From an optimization exercise on the open Yosys and OpenROAD flow, aimed at a short achievable clock period and few clock cycles; shortcuts taken in it are not production practice. The RTL was checked by simulation tests, not by an equivalence proof against the original design. No activity file was given, so power comes from the tool's default toggle rates.

==> trial 6: inputs <==
==> flow/design.v (excerpt) <==
module Top(clk, reset, imem_addr, imem_data, dmem_addr, dmem_wdata, dmem_we,
dmem_rdata, halted);
input clk, reset;
output [31:0] imem_addr;
input [31:0] imem_data;
output [31:0] dmem_addr, dmem_wdata;
output dmem_we;
input [31:0] dmem_rdata;
output halted;
reg [31:0] pc;
reg        halted_q;
reg        e_v;
reg [31:0] e_A, e_B, e_imm, e_alt;
reg        e_abs;
reg [8:0]  e_fn;           
reg        e_br, e_pred, e_wr, e_load, e_store, e_noop;
reg [1:0]  e_bc;           
reg [4:0]  e_dst;
reg        m_wr, m_load, m_store, m_redir;
reg [31:0] m_alt;
reg [4:0]  m_dst;
reg [31:0] m_res, m_addr, m_wdata;
reg [31:0] rf [0:31];
assign imem_addr  = pc;
assign dmem_addr  = m_addr;
assign dmem_wdata = m_wdata;
assign dmem_we    = m_store;
assign halted     = halted_q;
wire [31:0] ins = imem_data;
wire [5:0] op = ins[31:26];
wire [4:0] fa = ins[25:21];
wire [4:0] fb = ins[20:16];
wire [4:0] fc = ins[15:11];
wire [15:0] im = ins[15:0];
wire [31:0] ze = {16'h0, im};
wire f_alur = (op[5:3] == 3'b010);
wire f_alui = (op[5:3] == 3'b110);
wire f_br   = (op[5:2] == 4'b1000);
wire f_li   = (op == 6'b111001);
wire f_lui  = (op == 6'b111010);
wire f_lwi  = (op == 6'b111011);
wire f_swi  = (op == 6'b111100);
wire f_lw   = (op == 6'b111101);
wire f_sw   = (op == 6'b111110);
wire f_j    = (op == 6'b000001);
wire f_jal  = (op == 6'b000010);
wire f_noop = (op == 6'b000000);
wire f_same = (fa == fb);
wire f_pred = f_same ? ((op == 6'b100000) | (op == 6'b100011)) :
              ((op == 6'b100001) |
               (((op == 6'b100010) | (op == 6'b100011)) & im[15]));
wire f_taken = f_j | f_jal | f_pred;
wire f_sx = f_br & im[15];
wire [15:0] f_lo;
wire f_c16;
ks_add #(16) add_t(.a(pc[15:0]), .b(im), .cin(1'b1), .s(f_lo), .cout(f_c16));
wire [15:0] f_hi0 = pc[31:16];
wire [15:0] f_hip, f_him;
inc16 inc_h(.a(pc[31:16]), .y(f_hip));
dec16 dec_h(.a(pc[31:16]), .y(f_him));
wire [15:0] f_hi_c1 = f_sx ? f_hi0 : f_hip;
wire [15:0] f_hi_c0 = f_sx ? f_him : f_hi0;
wire [15:0] f_hi;
mux #(16) mx_hi(.s(f_c16), .a(f_hi_c1), .b(f_hi_c0), .y(f_hi));
  ...
make LEC_CHECK=0 CAP_MARGIN=20 CORE_MARGIN=2 CORE_UTILIZATION=55 PLACE_DENSITY=0.7 SETUP_SLACK_MARGIN=5 SLEW_MARGIN=20 SYNTH_HIERARCHICAL=1 finish   # period 8.5 ns
run.sh (not shown) runs the stock make flow with config.mk's settings and CLKGATE_MAP_FILE= SYNTH_SCRIPT=/design/flow/synth_recipe.tcl, a recipe that flattens the netlist after the stock synthesis.
==> inputs of build 92, as changes to trial 6 <==
==> flow/design.v (replaced) <==
`timescale 1ns / 1ps
module Top(clk, reset, imem_addr, imem_data, dmem_addr, dmem_wdata, dmem_we,
dmem_rdata, halted);
input clk, reset;
output [31:0] imem_addr;
input [31:0] imem_data;
output [31:0] dmem_addr, dmem_wdata;
output dmem_we;
input [31:0] dmem_rdata;
output halted;
reg [31:0] pc;
reg        halted_q;
reg        e_v;
reg [31:0] e_A, e_B, e_imm, e_alt;
reg        e_abs;
reg [8:0]  e_fn;           
reg        e_br, e_pred, e_wr, e_load, e_store, e_noop;
reg [1:0]  e_bc;           
reg [4:0]  e_dst;
reg        m_wr, m_load, m_store, m_redir;
reg [31:0] m_alt;
reg [4:0]  m_dst;
reg [31:0] m_res, m_addr, m_wdata;
reg [31:0] rf [0:31];
assign imem_addr  = pc;
assign dmem_addr  = m_addr;
assign dmem_wdata = m_wdata;
assign dmem_we    = m_store;
assign halted     = halted_q;
wire [31:0] ins = imem_data;
wire [5:0] op = ins[31:26];
wire [4:0] fa = ins[25:21];
wire [4:0] fb = ins[20:16];
wire [4:0] fc = ins[15:11];
wire [15:0] im = ins[15:0];
wire [31:0] ze = {16'h0, im};
wire f_alur = (op[5:3] == 3'b010);
wire f_alui = (op[5:3] == 3'b110);
wire f_br   = (op[5:2] == 4'b1000);
wire f_li   = (op == 6'b111001);
wire f_lui  = (op == 6'b111010);
wire f_lwi  = (op == 6'b111011);
wire f_swi  = (op == 6'b111100);
wire f_lw   = (op == 6'b111101);
wire f_sw   = (op == 6'b111110);
wire f_j    = (op == 6'b000001);
wire f_jal  = (op == 6'b000010);
wire f_noop = (op == 6'b000000);
wire f_same = (fa == fb);
wire f_pred = f_same ? ((op == 6'b100000) | (op == 6'b100011)) :
              ((op == 6'b100001) |
               (((op == 6'b100010) | (op == 6'b100011)) & im[15]));
wire f_taken = f_j | f_jal | f_pred;
wire f_sx = f_br & im[15];
wire [15:0] f_lo;
wire f_c16;
ks_add #(16) add_t(.a(pc[15:0]), .b(im), .cin(1'b1), .s(f_lo), .cout(f_c16));
wire [15:0] f_hi0 = pc[31:16];
wire [15:0] f_hip, f_him;
inc16 inc_h(.a(pc[31:16]), .y(f_hip));
dec16 dec_h(.a(pc[31:16]), .y(f_him));
wire [15:0] f_hi = f_sx ? (f_c16 ? f_hi0 : f_him) : (f_c16 ? f_hip : f_hi0);
wire [31:0] f_tgt = {f_hi, f_lo};
wire [31:0] f_pcp1;
inc32 inc_p(.a(pc), .y(f_pcp1));
wire selA_a = f_lui | f_swi | f_br;
wire useA = f_alur | f_alui | f_lui | f_swi | f_br | f_lw | f_sw;
wire useB = f_alur | f_br;
wire f_wr = f_alur | f_alui | f_li | f_lui | f_lwi | f_lw | f_jal;
wire [4:0] f_dst = f_jal ? 5'd31 : fa;
wire [31:0] wb = m_load ? dmem_rdata : m_res;
wire [31:0] rA = (m_wr && m_dst == fa) ? wb : rf[fa];
wire [31:0] rB = (m_wr && m_dst == fb) ? wb : rf[fb];
wire [31:0] rC = (m_wr && m_dst == fc) ? wb : rf[fc];
wire [31:0] opA = selA_a ? rA : rB;
wire [31:0] opB = f_br ? rB : rC;
wire e_wv = e_v && e_wr;   
wire hit_a = e_wv && (e_dst == fa);
wire hit_b = e_wv && (e_dst == fb);
wire hit_c = e_wv && (e_dst == fc);
wire hitA = selA_a ? hit_a : hit_b;
wire hitB = f_br ? hit_b : hit_c;
wire stall = e_load && ((useA && hitA) || (useB && hitB));
reg [8:0] f_fn;
always @(*) begin
	f_fn = 9'b0;
	if (f_alur | f_alui)
		f_fn[op[2:0]] = 1'b1;
	else if (f_lui)
		f_fn[4] = 1'b1;
	else
		f_fn[8] = 1'b1;
end
wire [31:0] Bval = useB  ? opB :
                   f_lui ? {im, 16'h0} :
                   f_jal ? f_pcp1 : ze;
wire [31:0] A = e_A;
wire [31:0] B = e_B;
wire [31:0] sum, dif, addr;
wire dif_c31;
ks_add #(32) add_s(.a(A), .b(B), .cin(1'b0), .s(sum), .c31(), .cout());
ks_add #(32) add_d(.a(A), .b(~B), .cin(1'b1), .s(dif), .c31(dif_c31), .cout());
ks_add #(32) add_a(.a(A), .b(e_imm), .cin(1'b0), .s(addr), .c31(), .cout());
wire eq;
eq32 cmp(.a(A), .b(B), .eq(eq));
wire d31 = A[31] ^ ~B[31] ^ dif_c31;
wire lt = (A[31] ^ B[31]) ? A[31] : d31;
wire [31:0] res_early = ({32{e_fn[0]}} & A) |
                        ({32{e_fn[1]}} & ~A) |
                        ({32{e_fn[4]}} & (A | B)) |
                        ({32{e_fn[5]}} & (A & B)) |
                        ({32{e_fn[6]}} & (A ^ B)) |
                        ({32{e_fn[8]}} & B);
wire [31:0] res = ({32{e_fn[2]}} & sum) |
                  ({32{e_fn[3]}} & dif) |
                  {31'b0, e_fn[7] & lt} |
                  res_early;
wire e_ok = e_v && !m_redir;
wire e_beq = e_br && !e_bc[1];
wire redir_t = e_ok && (e_noop || (e_beq && !e_pred));
wire redir_n = e_ok && (e_noop || (e_beq && e_pred));
wire taken_eq = e_bc[0] ? ~eq : eq;
wire redirect = taken_eq ? redir_t : redir_n;
wire taken_lt = e_bc[0] ? (d31 | eq) : d31;
wire mis_lt = e_ok && e_br && e_bc[1] && (taken_lt != e_pred);
wire [31:0] f_next = stall ? pc : f_taken ? f_tgt : f_pcp1;
wire [31:0] pc_t = redir_t ? e_alt : f_next;
wire [31:0] pc_n = redir_n ? e_alt : f_next;
wire [31:0] pc_next = m_redir ? m_alt : taken_eq ? pc_t : pc_n;
always @(posedge clk or posedge reset) begin
	if (reset) begin
		pc <= 32'd0;
		halted_q <= 1'b0;
		e_v <= 1'b0;
		m_wr <= 1'b0;
		m_store <= 1'b0;
		m_load <= 1'b0;
		m_redir <= 1'b0;
	end else begin
		if (!halted_q) begin
			pc <= pc_next;
		end
		if (e_ok && e_noop)
			halted_q <= 1'b1;
		e_v <= !stall && !redirect && !m_redir && !halted_q;
		m_wr <= e_ok && e_wr;
		m_store <= e_ok && e_store;
		m_load <= e_ok && e_load;
		m_redir <= mis_lt;
	end
end
always @(posedge clk) begin
	e_A <= (useA && hitA) ? res : opA;
	e_B <= (useB && hitB) ? res : Bval;
	e_abs <= f_lwi | f_swi;
	e_imm <= ze;
	e_fn <= f_fn;
	e_br <= f_br;
	e_bc <= op[1:0];
	e_pred <= f_pred;
	e_wr <= f_wr;
	e_load <= f_lw | f_lwi;
	e_store <= f_sw | f_swi;
	e_noop <= f_noop;
	e_dst <= f_dst;
	e_alt <= f_noop ? pc : f_pred ? f_pcp1 : f_tgt;
	m_dst <= e_dst;
	m_alt <= e_alt;
	m_res <= res;
	m_addr <= e_abs ? e_imm : addr;    
	m_wdata <= A;
	if (m_wr)
		rf[m_dst] <= wb;
end
endmodule
module ks_add(a, b, cin, s, c31, cout);
parameter W = 32;
input [W-1:0] a, b;
input cin;
output [W-1:0] s;
output c31, cout;
wire [W-1:0] p0, g0, g1, p1, g2, p2, g3, p3, g4, p4, g5, p5;
ks_pg #(W) pg(.a(a), .b(b), .cin(cin), .p(p0), .g(g0));
ks_lvl #(W, 1) l1(.gi(g0), .pi(p0), .go(g1), .po(p1));
ks_lvl #(W, 2) l2(.gi(g1), .pi(p1), .go(g2), .po(p2));
ks_lvl #(W, 4) l3(.gi(g2), .pi(p2), .go(g3), .po(p3));
ks_lvl #(W, 8) l4(.gi(g3), .pi(p3), .go(g4), .po(p4));
generate
	if (W > 16) begin : top
		ks_lvl #(W, 16) l5(.gi(g4), .pi(p4), .go(g5), .po(p5));
	end else begin : notop
		assign g5 = g4;
		assign p5 = p4;
	end
endgenerate
ks_sum #(W) sm(.p(p0), .c({g5[W-2:0], cin}), .s(s));
assign c31 = g5[W-2];
assign cout = g5[W-1];
endmodule
module ks_pg(a, b, cin, p, g);
parameter W = 32;
input [W-1:0] a, b;
input cin;
output [W-1:0] p, g;
assign p = a ^ b;
assign g = (a & b) | {{(W-1){1'b0}}, (a[0] ^ b[0]) & cin};
endmodule
module ks_lvl(gi, pi, go, po);
parameter W = 32;
parameter D = 1;
input [W-1:0] gi, pi;
output [W-1:0] go, po;
assign go = gi | (pi & {gi[W-1-D:0], {D{1'b0}}});
assign po = pi & {pi[W-1-D:0], {D{1'b1}}};
endmodule
module ks_sum(p, c, s);
parameter W = 32;
input [W-1:0] p, c;
output [W-1:0] s;
assign s = p ^ c;
endmodule
module inc32(a, y);
input [31:0] a;
output [31:0] y;
assign y = a + 32'd1;
endmodule
module inc16(a, y);
input [15:0] a;
output [15:0] y;
assign y = a + 16'd1;
endmodule
module dec16(a, y);
input [15:0] a;
output [15:0] y;
assign y = a - 16'd1;
endmodule
module eq32(a, b, eq);
input [31:0] a, b;
output eq;
assign eq = (a == b);
endmodule
==> metrics.log <==
INFO  metric area.share.sequential = 0.408
INFO  metric dp_worst_setup_slack = 3.04 ns
INFO  metric dpl-instance-area = 83,800 um2
INFO  metric postLayoutSetupSlackWorst = 4.95 ns
INFO  metric pwr_density_cell = 215 nW/um2
INFO  metric fp.dieArea = 150,000 um2
INFO  metric cell_with_the_biggest_individual_delay_on_the_critical_path = nor2_4
INFO  metric area_share_nonclk_buffers = 0.0495
INFO  metric final.hold.worst_slack = 0.350 ns
INFO  metric nClkBuffers = 172
INFO  metric outcome = complete, no violations
INFO  metric pin_count_of_the_biggest_net_entering_global_routing = 102
INFO  metric start_util = 0.553
INFO  metric place_inst = 7,295
INFO  metric final_common_cell = edfxtp_1
INFO  metric r2r_setup_slack = 5.01 ns
INFO  metric maxSlewHeadroom = 0.190
INFO  metric fillers = 10,600
(the above is from build 92)
==> metrics.log <==
INFO  metric fp.dieArea = 156,000 um2
INFO  metric area.share.sequential = 0.392
INFO  metric postLayoutSetupSlackWorst = 4.85 ns
INFO  metric pwr_density_cell = 224 nW/um2
INFO  metric cell_with_the_biggest_individual_delay_on_the_critical_path = or2_2
INFO  metric maxSlewHeadroom = 0.243
INFO  metric fillers = 12,100
INFO  metric nClkBuffers = 190
INFO  metric dpl-instance-area = 86,900 um2
INFO  metric final_common_cell = mux2i_1
INFO  metric die-height = 395 um
INFO  metric dp_worst_setup_slack = 3.08 ns
INFO  metric place_inst = 9,494
INFO  metric clkTransAtPathRegs = 0.07 ns
INFO  metric clock_power_share = 0.309
INFO  metric outcome = complete, no violations
INFO  metric final.hold.worst_slack = 0.347 ns
INFO  metric start_util = 0.554
INFO  metric pin_count_of_the_biggest_net_entering_global_routing = 116
INFO  metric area_share_nonclk_buffers = 0.0577
INFO  metric r2r_setup_slack = 5.04 ns
(the above is from trial 6)
Testbench counts of trial 6, summed over its fixed seeds: cycles 25,441.
Testbench counts of build 92, summed over its fixed seeds: cycles 25,441.

==> port drivers added, routing unchanged <==
No port has a modelled driver above. Below, the same layouts with a new extraction and two added sets of constraints. Step 1: set_driving_cell puts a clkbuf_16 on clk and a buf_2 on each other input, an assumption about the parent block. Step 2 times the ports against the registers' clock, not the clock port: input delays grow and output delays shrink by t, the midpoint of the rising clock arrivals with the driver on. Three values: ideal ports, drivers, drivers and shift; two values: the first two.
| run | t, ns | slack for setup (ns) | hold WS [ns] | worst register clock-pin slew, ns | cell pins on the clock port's net |
|---|---|---|---|---|---|
| trial 6 | 0.903 | 4.854 / 4.810 / 3.907 | 0.347 / 0.347 / 0.347 | 0.07 / 0.07 | 1 |
| build 92 | 0.890 | 4.949 / 4.647 / 3.757 | 0.350 / 0.350 / 0.350 | 0.07 / 0.07 | 1 |
After both steps setup and hold are still met in every run listed. For build 92, which loses most, drivers alone change the setup slack by -0.302 ns; drivers and shift together by -1.192 ns.
